Background: an optimization exercise with open tools, aiming at small area. Do not read the settings as production practice. The RTL was checked by simulation tests, not by an equivalence proof against the original design. The flow treats the clock pin as an ideal source. Dropping or thinning the clock tree relies on that and would not hold on a real chip. Power is estimated from default activity; no workload was simulated.

v6:
==> flow/design.v (excerpt) <==
module ex4_t(
input clk,
input rst,
input temp_a,
input temp_b,
input temp_c,
input temp_d,
input switch1,
input switch2,
input switch5,
input switch6,
input switch7,
input switch8,
output [3:0] ans,
output [6:0] a_to_g,
output [7:0] light
);
reg [7:0] cnt;
wire tick = (cnt == 8'h7f);
wire blink = cnt[7];
wire [1:0] sel = cnt[3:2];
always @(posedge clk)
  if (rst) cnt <= 8'd0;
  else cnt <= cnt + 8'd1;
reg [3:0] d1, d2, d3, d4;
function [3:0] inc10(input [3:0] x);
  inc10 = (x == 4'd9) ? 4'd0 : x + 4'd1;
endfunction
wire tclr = rst | (tick & ~switch1);
wire tinc = tick & switch1 & ~switch2;
always @(posedge clk) begin
  if (tclr) begin d1 <= 0; d2 <= 0; d3 <= 0; d4 <= 0; end
  else if (tinc) begin
    if (temp_a) d1 <= inc10(d1);
    if (temp_b) d2 <= inc10(d2);
    if (temp_c) d3 <= inc10(d3);
    if (temp_d) d4 <= inc10(d4);
  end
end
reg [15:0] r;
always @(posedge clk)
  if (rst) r <= 16'd0;
  else if (~switch1) r <= r + 16'd1;
reg [3:0] a1, a2, a3, a4;
reg [3:0] life;
wire life_nz = |life;
function [3:0] inc9(input [3:0] x);
  inc9 = (x == 4'd9) ? 4'd1 : x + 4'd1;
endfunction
wire [3:0] m1 = (r[3:0]   < 9) ? r[3:0]   : (r[3:0]   == 9) ? a1 : r[3:0]   - 4'd8;
wire [3:0] m2 = (r[7:4]   < 9) ? r[7:4]   : (r[7:4]   == 9) ? a2 : r[7:4]   - 4'd9;
wire [3:0] m3 = (r[11:8]  < 9) ? r[11:8]  : (r[11:8]  == 9) ? a3 : r[11:8]  - 4'd6;
wire [3:0] m4 = (r[15:12] < 9) ? r[15:12] : (r[15:12] == 9) ? a4 : r[15:12] - 4'd7;
wire [3:0] n3  = (m3 == m4) ? inc9(m3) : m3;
wire [3:0] n2a = ((m2 == m4) | (m2 == n3)) ? inc9(m2) : m2;
wire [3:0] n2  = ((n2a == m4) | (n2a == n3)) ? inc9(n2a) : n2a;
wire [3:0] n1a = ((m1 == m4) | (m1 == n3) | (m1 == n2)) ? inc9(m1) : m1;
wire [3:0] n1b = ((n1a == m4) | (n1a == n3) | (n1a == n2)) ? inc9(n1a) : n1a;
  ...
For scale: ~810 cells after synthesis, about 31 I/O pins.
clock: 30.0 ns
lec_check: 0
abc_area: 1
cap_margin: 20
core_margin: 2
core_utilization: 40
place_density: 0.6
slew_margin: 20
standard.sh (not shown) runs the stock make flow with config.mk's settings and CLKGATE_MAP_FILE= SYNTH_SCRIPT=/design/flow/synth_recipe.tcl, a recipe that flattens the netlist after the stock synthesis.
==> flow/flow/run.sh <==
#!/bin/bash
# Own flow: the standard synthesis, then its combinational logic mapped again for area
# (registers kept as they are, by name and cell), then the standard layout steps.
set -euo pipefail
W=$(pwd)
R=$W/orfs/results/$FLOW_PLATFORM/ex4_t/base
LIB=$FLOW_HOME/platforms/$FLOW_PLATFORM/lib/sky130_fd_sc_hd__tt_025C_1v80.lib
F=$W/flow

bash standard.sh synth > $W/log_1_synth.txt 2>&1
cp $R/1_2_yosys.v $W/std_synth.v

# 1: cells back to logic, registers left as cells
cat > $W/remap1.ys <<EOY
read_liberty -ignore_miss_func $LIB
blackbox sky130_fd_sc_hd__df* sky130_fd_sc_hd__edf* sky130_fd_sc_hd__sdf* sky130_fd_sc_hd__dl* sky130_fd_sc_hd__conb_1
read_verilog $W/std_synth.v
hierarchy -top $FLOW_TOP
flatten
opt_clean -purge
select -module $FLOW_TOP
write_verilog -noattr -selected $W/generic.v
EOY
yosys -s $W/remap1.ys > $W/log_2_remap1.txt 2>&1

# 2: map the logic again for area
cat > $W/remap2.ys <<EOY
read_liberty -lib $LIB
read_verilog $W/generic.v
hierarchy -top $FLOW_TOP
techmap
opt -fast -purge
abc -liberty $LIB -dont_use *lpflow* -dont_use *probe* -script $F/area.abc
setundef -zero
splitnets
opt_clean -purge
hilomap -singleton -hicell sky130_fd_sc_hd__conb_1 HI -locell sky130_fd_sc_hd__conb_1 LO
insbuf -buf sky130_fd_sc_hd__buf_4 A X
check -assert -mapped
stat -liberty $LIB
write_verilog -noattr -nohex -nodec $W/remapped.v
EOY
yosys -s $W/remap2.ys > $W/log_3_remap2.txt 2>&1

cp $W/remapped.v $R/1_2_yosys.v
rm -f $R/1_synth.odb $R/1_synth.sdc
export BUFFER_PORTS_ARGS="-buffer_cell sky130_fd_sc_hd__buf_1"
bash standard.sh > $W/log_4_layout.txt 2>&1
==> flow/flow/area.abc <==
strash
&get -n
&deepsyn -T 60
&put
dch -f
amap
Setup changes, v6 to v7
==> flow/run.sh (new file) <==
#!/bin/bash
# synth_recipe.tcl (not shown) runs the flow's synth.tcl, then flattens the netlist and writes it again
# the make line also repeats each setting of config.mk as NAME=value (left out here)
make -C /OpenROAD-flow-scripts/flow DESIGN_CONFIG=/design/flow/config.mk WORK_HOME=/design/flow/orfs CLKGATE_MAP_FILE= SYNTH_SCRIPT=/design/flow/synth_recipe.tcl finish
removed: flow/flow/run.sh
removed: flow/flow/area.abc
removed: flow/standard.sh
==> comparison <==
- NOTE: die area in v7 exceeds that of v6
- Changes observed in v7 relative to v6: net switching share of the total power higher; total non-filler cell area in the finished layout higher; fmax higher; setup slack higher.
- v7 vs. v6: detailed-routed wire length on met2 rose about 40%; row count now sits higher; global placement routability congestion lost 0.19; count of plain and timing-repair buffers in the layout has decreased.

---

The RTL this note starts from:
==> flow/design.v <==
module ex4_t(
input clk,
input rst,
input temp_a,
input temp_b,
input temp_c,
input temp_d,
input switch1,
input switch2,
input switch5,
input switch6,
input switch7,
input switch8,
output [3:0] ans,
output [6:0] a_to_g,
output [7:0] light
);
reg [7:0] cnt;
wire tick = (cnt == 8'h7f);
wire blink = cnt[7];
wire [1:0] sel = cnt[3:2];
always @(posedge clk)
  if (rst) cnt <= 8'd0;
  else cnt <= cnt + 8'd1;
reg [3:0] d1, d2, d3, d4;
function [3:0] inc10(input [3:0] x);
  inc10 = {(x[0] & x[1] & x[2]) | (~x[0] & x[3]), (~x[0] & x[2]) | (~x[1] & x[2]) | (x[0] & x[1] & ~x[2]), (~x[0] & x[1]) | (x[0] & ~x[1] & ~x[3]), (~x[0])};
endfunction
wire tclr = rst | (tick & ~switch1);
wire tinc = tick & switch1 & ~switch2;
always @(posedge clk) begin
  if (tclr) begin d1 <= 0; d2 <= 0; d3 <= 0; d4 <= 0; end
  else if (tinc) begin
    if (temp_a) d1 <= inc10(d1);
    if (temp_b) d2 <= inc10(d2);
    if (temp_c) d3 <= inc10(d3);
    if (temp_d) d4 <= inc10(d4);
  end
end
reg [15:0] r;
always @(posedge clk)
  if (rst) r <= 16'd0;
  else if (~switch1) r <= r + 16'd1;
reg [3:0] a1, a2, a3, a4;
reg [9:0] z;
wire life_nz = ~|z[9:3];
function [3:0] inc9(input [3:0] x);
  inc9 = {(x[0] & x[1] & x[2]) | (~x[0] & x[3]), (~x[0] & x[2]) | (~x[1] & x[2]) | (x[0] & x[1] & ~x[2]), (~x[0] & x[1]) | (x[0] & ~x[1] & ~x[3]), (~x[0]) | (x[3])};
endfunction
function [3:0] g0(input [3:0] x);
  g0 = {(~x[1] & ~x[2] & x[3]), (x[2]), (x[1]), (x[0])};
endfunction
function [3:0] g1(input [3:0] x);
  g1 = {(~x[1] & ~x[2] & x[3]), (x[0] & x[2]) | (x[1] & x[2]) | (x[2] & ~x[3]), (x[0] & x[1]) | (x[1] & ~x[3]) | (~x[0] & ~x[1] & x[2] & x[3]), (x[0] & ~x[3]) | (~x[0] & x[1] & x[3]) | (~x[0] & x[2] & x[3])};
endfunction
function [3:0] g2(input [3:0] x);
  g2 = {(~x[1] & ~x[2] & x[3]) | (x[1] & x[2] & x[3]), (~x[1] & x[2]) | (x[2] & ~x[3]) | (x[1] & ~x[2] & x[3]), (x[1] & ~x[3]) | (~x[1] & x[2] & x[3]), (x[0])};
endfunction
function [3:0] g3(input [3:0] x);
  g3 = {(~x[1] & ~x[2] & x[3]) | (x[0] & x[1] & x[2] & x[3]), (~x[0] & x[2]) | (~x[1] & x[2]) | (x[2] & ~x[3]) | (x[0] & ~x[2] & x[3]), (~x[0] & x[1]) | (x[1] & ~x[3]) | (x[0] & ~x[1] & x[3]), (x[0] & ~x[3]) | (~x[0] & x[1] & x[3]) | (~x[0] & x[2] & x[3])};
endfunction
wire [3:0] m1 = (r[3:0]   == 4'd9) ? a1 : g0(r[3:0]);
wire [3:0] m2 = (r[7:4]   == 4'd9) ? a2 : g1(r[7:4]);
wire [3:0] m3 = (r[11:8]  == 4'd9) ? a3 : g2(r[11:8]);
wire [3:0] m4 = (r[15:12] == 4'd9) ? a4 : g3(r[15:12]);
wire [3:0] n3  = (m3 == m4) ? inc9(m3) : m3;
wire [3:0] n2a = ((m2 == m4) | (m2 == n3)) ? inc9(m2) : m2;
wire [3:0] n2  = ((n2a == m4) | (n2a == n3)) ? inc9(n2a) : n2a;
wire [3:0] n1a = ((m1 == m4) | (m1 == n3) | (m1 == n2)) ? inc9(m1) : m1;
wire [3:0] n1b = ((n1a == m4) | (n1a == n3) | (n1a == n2)) ? inc9(n1a) : n1a;
wire [3:0] n1  = ((n1b == m4) | (n1b == n3) | (n1b == n2)) ? inc9(n1b) : n1b;
always @(posedge clk)
  if (rst) begin a1 <= 0; a2 <= 0; a3 <= 0; a4 <= 0; end
  else if (tick & switch1 & life_nz) begin a1 <= n1; a2 <= n2; a3 <= n3; a4 <= m4; end
wire e12 = d1 == d2, e13 = d1 == d3, e14 = d1 == d4;
wire e23 = d2 == d3, e24 = d2 == d4, e34 = d3 == d4;
reg [3:0] equal;
wire [3:0] eqn = equal | {e14 | e24 | e34, e13 | e23 | e34, e12 | e23 | e24, e12 | e13 | e14};
wire eqz = ~|eqn;
wire [3:0] p = {d4 == a4, d3 == a3, d2 == a2, d1 == a1};
reg [2:0] acc;
wire [3:0] aj = cnt[1] ? (cnt[0] ? a4 : a3) : (cnt[0] ? a2 : a1);
wire [3:0] hit = {d4 == aj, d3 == aj, d2 == aj, d1 == aj};
wire [3:0] jmask = 4'b0001 << cnt[1:0];
wire bitj = cnt[3] ? |(hit & jmask) : |(hit & ~jmask);
always @(posedge clk)
  if (~cnt[2]) acc <= (cnt[1:0] == 2'd0 ? 3'd0 : acc) + {2'd0, bitj};
wire rp4 = &p;
reg flag, win;
reg [3:0] NUM;
reg dark;
reg [1:0] pos;
wire judge_ok = switch1 & switch2 & eqz;
wire lose1 = judge_ok & ~flag;
wire z_lt8 = ~|z[9:3];
wire life_n_z = ~z_lt8 | (lose1 & (z[2:0] == 3'd7));
wire done = z[9] & z[3];
wire dly_inc = judge_ok & ~rp4 & life_n_z & ~done;
wire [9:0] z_n = z + {8'd0, lose1 & dly_inc, lose1 ^ dly_inc};
wire lose_show = ~rp4 & life_n_z & (done | (z == 10'd519));
reg [3:0] dsel, asel, mab;
always @(*) begin
  case (sel)
    2'd0: begin dsel = d1; asel = a1; mab = 4'd11; end
    2'd1: begin dsel = d2; asel = a2; mab = {1'b0, acc}; end
    2'd2: begin dsel = d3; asel = a3; mab = 4'd10; end
    default: begin dsel = d4; asel = a4; mab = {1'b0, acc}; end
  endcase
end
wire [3:0] mab6 = {~sel[0], sel == 2'd3, ~sel[0], sel == 2'd0};
wire eqsel = eqn[sel];
always @(posedge clk) begin
  if (rst) begin
    dark <= 1; NUM <= 0; equal <= 0; z <= 0; win <= 0; flag <= 0;
  end else if (~switch1) begin
    dark <= 1; flag <= 0; z <= 0; win <= 0; equal <= 0;
  end else if (switch2) begin
    equal <= eqn;
    if (eqz) begin
      flag <= 1;
      z <= z_n;
      win <= rp4;
      NUM <= (lose_show & ~blink) ? asel : mab;
      dark <= (rp4 | lose_show) & blink;
    end else begin
      if (~blink) NUM <= dsel;
      dark <= blink | ~eqsel;
    end
  end else if (~switch5) begin
    if (~win & life_nz) begin
      equal <= 0; flag <= 0;
      NUM <= dsel; dark <= 0;
    end else begin
      if (~blink) NUM <= win ? mab6 : asel;
      dark <= blink;
    end
  end else if (switch6 & switch7 & switch8) begin
    NUM <= asel; dark <= 0;
  end
end
wire hold_an = switch1 & ~switch2 & switch5 & ~(switch6 & switch7 & switch8);
always @(posedge clk)
  if (~hold_an) pos <= sel;
assign ans = dark ? 4'b1111 : ~(4'b1000 >> pos);
assign light = {8{life_nz}} & {1'b1, z[2:0] <= 3'd6, z[2:0] <= 3'd5, z[2:0] <= 3'd4,
                               z[2:0] <= 3'd3, z[2:0] <= 3'd2, z[2:0] <= 3'd1, z[2:0] == 3'd0};
wire [6:0] seg = {(~NUM[0] & ~NUM[1] & NUM[2]) | (NUM[0] & NUM[1] & NUM[3]) | (NUM[0] & ~NUM[1] & ~NUM[2] & ~NUM[3]), (NUM[0] & ~NUM[1] & NUM[2]) | (~NUM[0] & NUM[1] & NUM[2]) | (NUM[0] & NUM[1] & NUM[3]), (~NUM[0] & NUM[1] & ~NUM[2] & ~NUM[3]), (~NUM[0] & ~NUM[1] & NUM[2]) | (NUM[0] & NUM[1] & NUM[2]) | (~NUM[0] & NUM[1] & NUM[3]) | (NUM[0] & ~NUM[1] & ~NUM[2] & ~NUM[3]), (NUM[0] & ~NUM[1]) | (~NUM[1] & NUM[2]) | (NUM[0] & ~NUM[3]), (NUM[0] & NUM[1] & NUM[2]) | (NUM[0] & ~NUM[2] & ~NUM[3]) | (NUM[1] & ~NUM[2] & ~NUM[3]), (NUM[0] & NUM[1] & NUM[2]) | (~NUM[1] & ~NUM[2] & ~NUM[3])};
assign a_to_g = seg;
endmodule
==> flow/config.mk <==
export PLATFORM = sky130hd
export DESIGN_NAME = ex4_t
export DESIGN_NICKNAME = ex4_t
export VERILOG_FILES = /design/flow/design.v
export SDC_FILE = /design/flow/constraint.sdc
export NUM_CORES = 4
export LEC_CHECK = 0
export ABC_AREA = 1
export CAP_MARGIN = 20
export CORE_MARGIN = 2
export CORE_UTILIZATION = 40
export GPL_TIMING_DRIVEN = 0
export PLACE_DENSITY = 0.6
export SLEW_MARGIN = 20
==> flow/constraint.sdc <==
create_clock -name core_clock -period 30.0 [get_ports {clk}]
set_input_delay 6.0000 -clock core_clock [delete_from_list [all_inputs] [get_ports {clk}]]
set_output_delay 6.0000 -clock core_clock [all_outputs]
set_load 0.01 [all_outputs]
==> flow/flow/run.sh <==
#!/bin/bash
# Own flow: the standard synthesis, then its combinational logic mapped again for
# area (every register kept as the same cell under the same name), then the standard
# layout steps. Each tool writes its full output to a log_*.txt file here.
set -euo pipefail
W=$(pwd)
R=$W/orfs/results/$FLOW_PLATFORM/ex4_t/base
LIB=$FLOW_HOME/platforms/$FLOW_PLATFORM/lib/sky130_fd_sc_hd__tt_025C_1v80.lib
F=$W/flow
SEEDS="1 2 3 4"
source $F/knobs.sh

bash standard.sh synth > $W/log_1_synth.txt 2>&1
cp $R/1_2_yosys.v $W/std_synth.v

# 1: the standard netlist's cells back to logic; registers stay cells
cat > $W/remap1.ys <<EOY
read_liberty -ignore_miss_func $LIB
blackbox sky130_fd_sc_hd__df* sky130_fd_sc_hd__edf* sky130_fd_sc_hd__sdf* sky130_fd_sc_hd__dl* sky130_fd_sc_hd__conb_1
read_verilog $W/std_synth.v
hierarchy -top $FLOW_TOP
flatten
rename -hide w:*.*
opt_clean -purge
select -module $FLOW_TOP
write_verilog -noattr -selected $W/generic.v
EOY
yosys -s $W/remap1.ys > $W/log_2_remap1.txt 2>&1

# 2: map that logic again, for area: a few runs of the script with different seeds, in
# parallel, keeping the smallest
remap2() {
  local k=$1
  sed "s/@SEED@/$k/" $F/area.abc > $W/area_$k.abc
  cat > $W/remap2_$k.ys <<EOY
read_liberty -lib $LIB
read_verilog $W/generic.v
hierarchy -top $FLOW_TOP
techmap
opt -fast -purge
abc -liberty $LIB -dont_use *lpflow* -dont_use *probe* -script $W/area_$k.abc
setundef -zero
splitnets
opt_clean -purge
hilomap -singleton -hicell sky130_fd_sc_hd__conb_1 HI -locell sky130_fd_sc_hd__conb_1 LO

check -assert -mapped
tee -o $W/area_$k.txt stat -liberty $LIB
write_verilog -noattr -nohex -nodec $W/remapped_$k.v
EOY
  yosys -s $W/remap2_$k.ys > $W/log_3_remap2_$k.txt 2>&1
}
for k in $SEEDS; do remap2 $k & done
wait
best=""; bestarea=""
for k in $SEEDS; do
  a=$(awk '/Chip area for module/ {print $NF}' $W/area_$k.txt)
  echo "seed $k: area $a" >> $W/log_3_remap2_choice.txt
  if [[ -z "$best" ]] || awk -v x="$a" -v y="$bestarea" 'BEGIN {exit !(x < y)}'; then best=$k; bestarea=$a; fi
done
echo "kept seed $best" >> $W/log_3_remap2_choice.txt
cp $W/remapped_$best.v $W/remapped.v

cp $W/remapped.v $R/1_2_yosys.v
rm -f $R/1_synth.odb $R/1_synth.sdc
export BUFFER_PORTS_ARGS="-buffer_cell sky130_fd_sc_hd__buf_1"
if [[ -n "${CLKTREE_N:-}" ]]; then
  export PRE_CTS_TCL=$F/clktree.tcl CLKTREE_ROOT CLKTREE_LEAF CLKTREE_N
else
  export CTS_ARGS="-sink_clustering_enable -repair_clock_nets $CTS_EXTRA"
fi
bash standard.sh > $W/log_4_layout.txt 2>&1
==> flow/flow/area.abc <==
strash
&get -n
&deepsyn -T 10 -S @SEED@
&put
dc2
dch -f
amap
==> flow/flow/knobs.sh <==
CLKTREE_ROOT=sky130_fd_sc_hd__inv_6; CLKTREE_LEAF=sky130_fd_sc_hd__inv_8; CLKTREE_N=6; SEEDS="1"
Other scripts of this flow, unchanged in this note and not shown: flow/flow/clktree.tcl
The starting point finished with timing, DRC and antenna clean.
Rerun with:
--- a/flow/flow/run.sh
+++ b/flow/flow/run.sh
@@ -8,5 +8,4 @@
 LIB=$FLOW_HOME/platforms/$FLOW_PLATFORM/lib/sky130_fd_sc_hd__tt_025C_1v80.lib
 F=$W/flow
-SEEDS="1 2 3 4"
 source $F/knobs.sh
 
@@ -28,10 +27,6 @@
 yosys -s $W/remap1.ys > $W/log_2_remap1.txt 2>&1
 
-# 2: map that logic again, for area: a few runs of the script with different seeds, in
-# parallel, keeping the smallest
-remap2() {
-  local k=$1
-  sed "s/@SEED@/$k/" $F/area.abc > $W/area_$k.abc
-  cat > $W/remap2_$k.ys <<EOY
+# 2: map that logic again, for area
+cat > $W/remap2.ys <<EOY
 read_liberty -lib $LIB
 read_verilog $W/generic.v
@@ -39,26 +34,15 @@
 techmap
 opt -fast -purge
-abc -liberty $LIB -dont_use *lpflow* -dont_use *probe* -script $W/area_$k.abc
+abc -liberty $LIB -dont_use *lpflow* -dont_use *probe* -script $F/area.abc
 setundef -zero
 splitnets
 opt_clean -purge
 hilomap -singleton -hicell sky130_fd_sc_hd__conb_1 HI -locell sky130_fd_sc_hd__conb_1 LO
-
+insbuf -buf sky130_fd_sc_hd__buf_1 A X
 check -assert -mapped
-tee -o $W/area_$k.txt stat -liberty $LIB
-write_verilog -noattr -nohex -nodec $W/remapped_$k.v
+stat -liberty $LIB
+write_verilog -noattr -nohex -nodec $W/remapped.v
 EOY
-  yosys -s $W/remap2_$k.ys > $W/log_3_remap2_$k.txt 2>&1
-}
-for k in $SEEDS; do remap2 $k & done
-wait
-best=""; bestarea=""
-for k in $SEEDS; do
-  a=$(awk '/Chip area for module/ {print $NF}' $W/area_$k.txt)
-  echo "seed $k: area $a" >> $W/log_3_remap2_choice.txt
-  if [[ -z "$best" ]] || awk -v x="$a" -v y="$bestarea" 'BEGIN {exit !(x < y)}'; then best=$k; bestarea=$a; fi
-done
-echo "kept seed $best" >> $W/log_3_remap2_choice.txt
-cp $W/remapped_$best.v $W/remapped.v
+yosys -s $W/remap2.ys > $W/log_3_remap2.txt 2>&1
 
 cp $W/remapped.v $R/1_2_yosys.v
==> flow/flow/area.abc (replaced) <==
strash
&get -n
&deepsyn -T 10
&put
dc2
dch -f
amap
==> flow/flow/knobs.sh (replaced) <==
CLKTREE_ROOT=sky130_fd_sc_hd__inv_6; CLKTREE_LEAF=sky130_fd_sc_hd__inv_8; CLKTREE_N=6
Effect: Cell count increases by 1.1%; sequential power stays flat; design area increases by 0.66%; maximum frequency is lower by 4.0%; routed wire length came out lower by 0.73%; flip-flop and latch count does not change; setup slack gets worse by 0.51 ns; sequential share of layout area shrinks by 0.20 points; total power falls by 2.2%.
Rerun with:
--- a/flow/flow/run.sh
+++ b/flow/flow/run.sh
@@ -8,4 +8,5 @@
 LIB=$FLOW_HOME/platforms/$FLOW_PLATFORM/lib/sky130_fd_sc_hd__tt_025C_1v80.lib
 F=$W/flow
+SEEDS="1 2 3 4"
 source $F/knobs.sh
 
@@ -27,6 +28,10 @@
 yosys -s $W/remap1.ys > $W/log_2_remap1.txt 2>&1
 
-# 2: map that logic again, for area
-cat > $W/remap2.ys <<EOY
+# 2: map that logic again, for area: a few runs of the script with different seeds, in
+# parallel, keeping the smallest
+remap2() {
+  local k=$1
+  sed "s/@SEED@/$k/" $F/area.abc > $W/area_$k.abc
+  cat > $W/remap2_$k.ys <<EOY
 read_liberty -lib $LIB
 read_verilog $W/generic.v
@@ -34,15 +39,26 @@
 techmap
 opt -fast -purge
-abc -liberty $LIB -dont_use *lpflow* -dont_use *probe* -script $F/area.abc
+abc -liberty $LIB -dont_use *lpflow* -dont_use *probe* -script $W/area_$k.abc
 setundef -zero
 splitnets
 opt_clean -purge
 hilomap -singleton -hicell sky130_fd_sc_hd__conb_1 HI -locell sky130_fd_sc_hd__conb_1 LO
-insbuf -buf sky130_fd_sc_hd__buf_1 A X
+
 check -assert -mapped
-stat -liberty $LIB
-write_verilog -noattr -nohex -nodec $W/remapped.v
+tee -o $W/area_$k.txt stat -liberty $LIB
+write_verilog -noattr -nohex -nodec $W/remapped_$k.v
 EOY
-yosys -s $W/remap2.ys > $W/log_3_remap2.txt 2>&1
+  yosys -s $W/remap2_$k.ys > $W/log_3_remap2_$k.txt 2>&1
+}
+for k in $SEEDS; do remap2 $k & done
+wait
+best=""; bestarea=""
+for k in $SEEDS; do
+  a=$(awk '/Chip area for module/ {print $NF}' $W/area_$k.txt)
+  echo "seed $k: area $a" >> $W/log_3_remap2_choice.txt
+  if [[ -z "$best" ]] || awk -v x="$a" -v y="$bestarea" 'BEGIN {exit !(x < y)}'; then best=$k; bestarea=$a; fi
+done
+echo "kept seed $best" >> $W/log_3_remap2_choice.txt
+cp $W/remapped_$best.v $W/remapped.v
 
 cp $W/remapped.v $R/1_2_yosys.v
==> flow/flow/area.abc (replaced) <==
strash
&get -n
&deepsyn -T 90 -S @SEED@
&put
dc2
dch -f
amap
Power fell by 1.0%; worst hold slack barely changes; clock skew rose by 0.012 ns; routed wire length rose by 4.1%.
Rerun with:
--- a/flow/flow/run.sh
+++ b/flow/flow/run.sh
@@ -44,5 +44,5 @@
 opt_clean -purge
 hilomap -singleton -hicell sky130_fd_sc_hd__conb_1 HI -locell sky130_fd_sc_hd__conb_1 LO
-
+insbuf -buf sky130_fd_sc_hd__buf_1 A X
 check -assert -mapped
 tee -o $W/area_$k.txt stat -liberty $LIB
==> flow/flow/area.abc (replaced) <==
strash
&get -n
&deepsyn -T 60 -S @SEED@
&put
dc2
dch -f
amap
What happened: Core utilization came out lower by 0.17 points; sequential cell count does not change; clock skew fell by 0.015 ns; cell area stays flat; hold slack is about the same; via count shrinks by 0.60%; maximum frequency drops by 5.6%; cell count stays flat; power rises by about 2%; critical path depth goes up by 8.
No run of this note takes its clock network from TritonCTS; it comes from the design's own scripts or RTL.

## separate check: timing with driven ports
No port has a modelled driver above. Below, the same layouts with a new extraction and two added sets of constraints. Step 1 assumes that a clkbuf_16 drives the clock port and a buf_2 every other input. Step 2 moves the port delays by t, midway between the first and last clock arrival at a register: inputs arrive t later, outputs are due t later. That takes back most of the time a late clock gives input paths. Three values: ideal, step 1, step 2; two values: the first two.
run	t, ns	setup WS [ns]	worst hold slack (ns)	worst setup path after step 2	worst register clock-pin slew, ns
v6	0.384	17.639 / 17.639 / 17.639	0.451 / 0.451 / 0.451	register to register	0.06 / 0.06
v7	0.392	20.910 / 20.923 / 20.532	0.448 / 0.448 / 0.448	input to register	0.07 / 0.07
the first run of note 2	0.255	17.858 / 17.858 / 17.858	0.473 / 0.473 / 0.473	register to register	0.10 / 0.10
the second run of note 2	0.251	17.349 / 17.349 / 17.349	0.466 / 0.466 / 0.466	register to register	0.09 / 0.09
the third run of note 2	0.242	18.554 / 18.554 / 18.554	0.465 / 0.465 / 0.465	register to register	0.09 / 0.09
the fourth run of note 2	0.256	17.870 / 17.870 / 17.870	0.465 / 0.465 / 0.465	register to register	0.10 / 0.10
After both steps setup and hold are still met in every run listed. The setup slack of v7, which loses most, moves by +0.013 ns with the drivers and by -0.378 ns with both steps.
